What follows belongs to an exercise in optimizing a design on an open flow for small area, a short achievable clock period and few clock cycles; a production flow would make more cautious choices.
Only simulation tests tie the RTL to the original design; equivalence was not proved.
Power is estimated from default activity; no workload was simulated.

## indigo
Design huffman, start of the top module:
module huffman(clk, reset, gray_valid, gray_data, CNT_valid, CNT1, CNT2, CNT3, CNT4, CNT5, CNT6,
    code_valid, HC1, HC2, HC3, HC4, HC5, HC6, M1, M2, M3, M4, M5, M6);
input clk;
input reset;
input gray_valid;
input [7:0] gray_data;
output CNT_valid;
output [7:0] CNT1, CNT2, CNT3, CNT4, CNT5, CNT6;
output code_valid;
output [7:0] HC1, HC2, HC3, HC4, HC5, HC6;
output [7:0] M1, M2, M3, M4, M5, M6;
function lt7(input [6:0] a, input [6:0] b, input le);
  reg [6:0] l, e;
  reg l10, e10, l32, e32, l54, e54, l30, e30, l60, e60;
  begin
    l = ~a & b;
    e = ~(a ^ b);
    l10 = l[1] | (e[1] & l[0]);   e10 = e[1] & e[0];
    l32 = l[3] | (e[3] & l[2]);   e32 = e[3] & e[2];
    l54 = l[5] | (e[5] & l[4]);   e54 = e[5] & e[4];
    l30 = l32 | (e32 & l10);      e30 = e32 & e10;
    l60 = l[6] | (e[6] & l54);    e60 = e[6] & e54;
    lt7 = l60 | (e60 & (l30 | (e30 & le)));
  end
endfunction
function [6:0] add7(input [6:0] a, input [6:0] b);
  reg [6:0] g, p, c;
  reg [6:0] g1, p1, g2, p2;
  integer j;
  begin
    g = a & b;
    p = a ^ b;
    g1 = g; p1 = p;
    for (j = 1; j < 7; j = j + 1) begin g1[j] = g[j] | (p[j] & g[j-1]); p1[j] = p[j] & p[j-1]; end
    g2 = g1; p2 = p1;
  ...
Size: roughly 1300 cells after synthesis, roughly 120 flip-flops, about 160 I/O pins, roughly 0.0083 mm² of cells after synthesis.
Settings: LEC_CHECK=0, CAP_MARGIN=20, CORE_MARGIN=2, CORE_UTILIZATION=45, SETUP_SLACK_MARGIN=3.8, SLEW_MARGIN=20; clock period 6.2 ns.
standard.sh (not shown) runs the stock make flow with config.mk's settings and CLKGATE_MAP_FILE= SYNTH_SCRIPT=/design/flow/synth_recipe.tcl, a recipe that flattens the netlist after the stock synthesis.
==> flow/flow/run.sh <==
#!/bin/bash
# The standard layout (standard.sh) with these changes:
#  - synthesis: ADDER_MAP_FILE is empty, so ORFS does not extract full/half
#    adder cells and abc maps the arithmetic like the rest of the logic; abc
#    runs flow/abc.script (area-oriented mapping; the layout's repair steps
#    size the gates) instead of ORFS's script. Registers are mapped by the
#    same dfflibmap step as in the standard synthesis.
#  - every port still gets a buffer, but a buf_1 instead of the delay cell
#    buffer_ports picks by default, and repair may resize cells across
#    footprints (MATCH_CELL_FOOTPRINT=0).
set -euo pipefail
here=$(pwd)
export ADDER_MAP_FILE=
export MY_ABC_SCRIPT=$here/flow/abc.script
sed -e "s#SYNTH_SCRIPT=[^ ]*#SYNTH_SCRIPT=$here/flow/synth.tcl#" \
    -e 's#"${@:-finish}"#MATCH_CELL_FOOTPRINT=0 "BUFFER_PORTS_ARGS=-buffer_cell sky130_fd_sc_hd__buf_1" "${@:-finish}"#' \
    standard.sh > my_standard.sh
bash my_standard.sh > standard.log 2>&1
==> flow/flow/abc.script <==
strash
dch -f
map -D 1500
topo
stime -c
buffer -c
upsize -c -D 1500
dnsize -c -D 1500
==> flow/flow/synth.tcl <==
# The standard flow's synthesis script (synth_recipe.tcl), with abc given our own script
# (abc.script beside this file) in place of ORFS's abc_speed/abc_area script.
proc synth {args} { yosys synth -nofsm -noshare {*}$args }
proc abc {args} {
  set i [lsearch -exact $args -script]
  if { $i >= 0 } { lset args [expr {$i + 1}] $::env(MY_ABC_SCRIPT) }
  yosys abc {*}$args
}
source $::env(SCRIPTS_DIR)/synth.tcl
# left out here: clear keep_hierarchy, flatten, clean up, hide names made inside functions, write 1_2_yosys.v
indigo: done, clean on timing, DRC and antenna
Testbench counts of indigo, summed over its fixed seeds: cycles 7,104.
#### Input delta (juniper over indigo)
Settings: SETUP_SLACK_MARGIN: 3.8 -> 3.6.
Results
Looking at total met2 wirelength after detailed routing across indigo and juniper, the one that comes out lower is juniper.
Lower period utilization among indigo and juniper: indigo
Clock skew essentially unchanged between indigo and juniper.
Compared with indigo, in juniper buffer and inverter count on the worst path -3, routed wire length shows a reduction of 11%, post-layout utilization of the core shrank by 9.4 points, setup slack after layout decreased by 28 ps relative to the old numbers.
Run comparison: indigo cell type of the slowest stage on the worst timing path dfxtp_2; juniper cell type of the slowest stage on the worst timing path dfxtp_4
#### Input delta (violet over juniper)
Settings: PLACE_DENSITY newly set to 0.7; CORE_UTILIZATION changed from 45 to 55.
==> run notes <==
Sort violet and juniper by non-clock buffer count desc -> top: violet
Compared violet against juniper; combined area of the multi-input logic cells within noise.
Status: power attributed to the clock group parity (juniper, violet)
Share of the core filled with cells | violet above juniper
met3 wirelength from detailed routing grows by more than a quarter when moving from juniper to violet.
Transition at the pin with the smallest max-transition slack in violet vs juniper: up 57 ps
Here is what was changed in the inputs of quartz compared with violet.
Settings: changing CORE_UTILIZATION from 55 to 45; removing PLACE_DENSITY (formerly 0.7).
==> flow/flow/abc.script <==
strash
dch -f
map -D 1000
topo
stime -c
buffer -c
upsize -c -D 1000
dnsize -c -D 1000
## What came out
A library cell contributing the largest single delay on the critical path of dfxtp_4 is what quartz shows, while dfxtp_2 belongs to violet. [compare] base=violet new=quartz: wire length per cell higher, time the worst path needs with I/O delays and setup higher. Total length of routed wires sits higher in quartz than in violet.
What raven does differently from quartz at the input level:
==> flow/flow/abc.script <==
strash
dch -f
map -D 2500
topo
stime -c
buffer -c
upsize -c -D 2500
dnsize -c -D 2500
Results
Delta (raven minus quartz): final area decreased by 430 µm² relative to the old numbers; post-CTS resize count increased by about 150% relative to the old numbers; post-detailed-placement half-perimeter wirelength decreased by 7800 µm relative to the old numbers.
raven reached the final stage; the timing, DRC and antenna checks on its layout passed.
quartz → raven: non-clock buffer count higher, count of cell instances traversed by the critical path increased 14, final routed wirelength across all metal layers -about 23%.
The more densely filled core belongs to raven, not quartz.

==> what the ideal ports hide <==
The results above use ideal ports. As a check the final layouts listed here were re-extracted and re-timed, cells and wires unchanged. Step 1 (the two cells are an assumption about what drives the block):
set clk [get_ports {clk}]
set_driving_cell -lib_cell sky130_fd_sc_hd__clkbuf_16 $clk
set_driving_cell -lib_cell sky130_fd_sc_hd__buf_2 [delete_from_list [all_inputs] $clk]
Step 2, shift: input delay + t, output delay - t, t = (earliest + latest rising clock arrival at the registers) / 2. This alone moves slack from input paths to output paths. Three values: ideal ports, drivers, drivers and shift; two values: the first two.
run | t (ns) | setup WS [ns] | clock arrival spread, ns
indigo | 0.477 | 3.606 / 3.606 / 3.384 | 0.012 / 0.011
juniper | 0.475 | 3.578 / 3.535 / 3.232 | 0.010 / 0.010
violet | 0.465 | 3.627 / 3.585 / 3.201 | 0.008 / 0.009
quartz | 0.485 | 3.476 / 3.425 / 3.258 | 0.014 / 0.014
raven | 0.477 | 3.467 / 3.467 / 3.222 | 0.012 / 0.011
After both steps every run listed still meets setup and hold. For violet, which loses most, drivers alone change the setup slack by -0.042 ns; drivers and shift together by -0.426 ns.
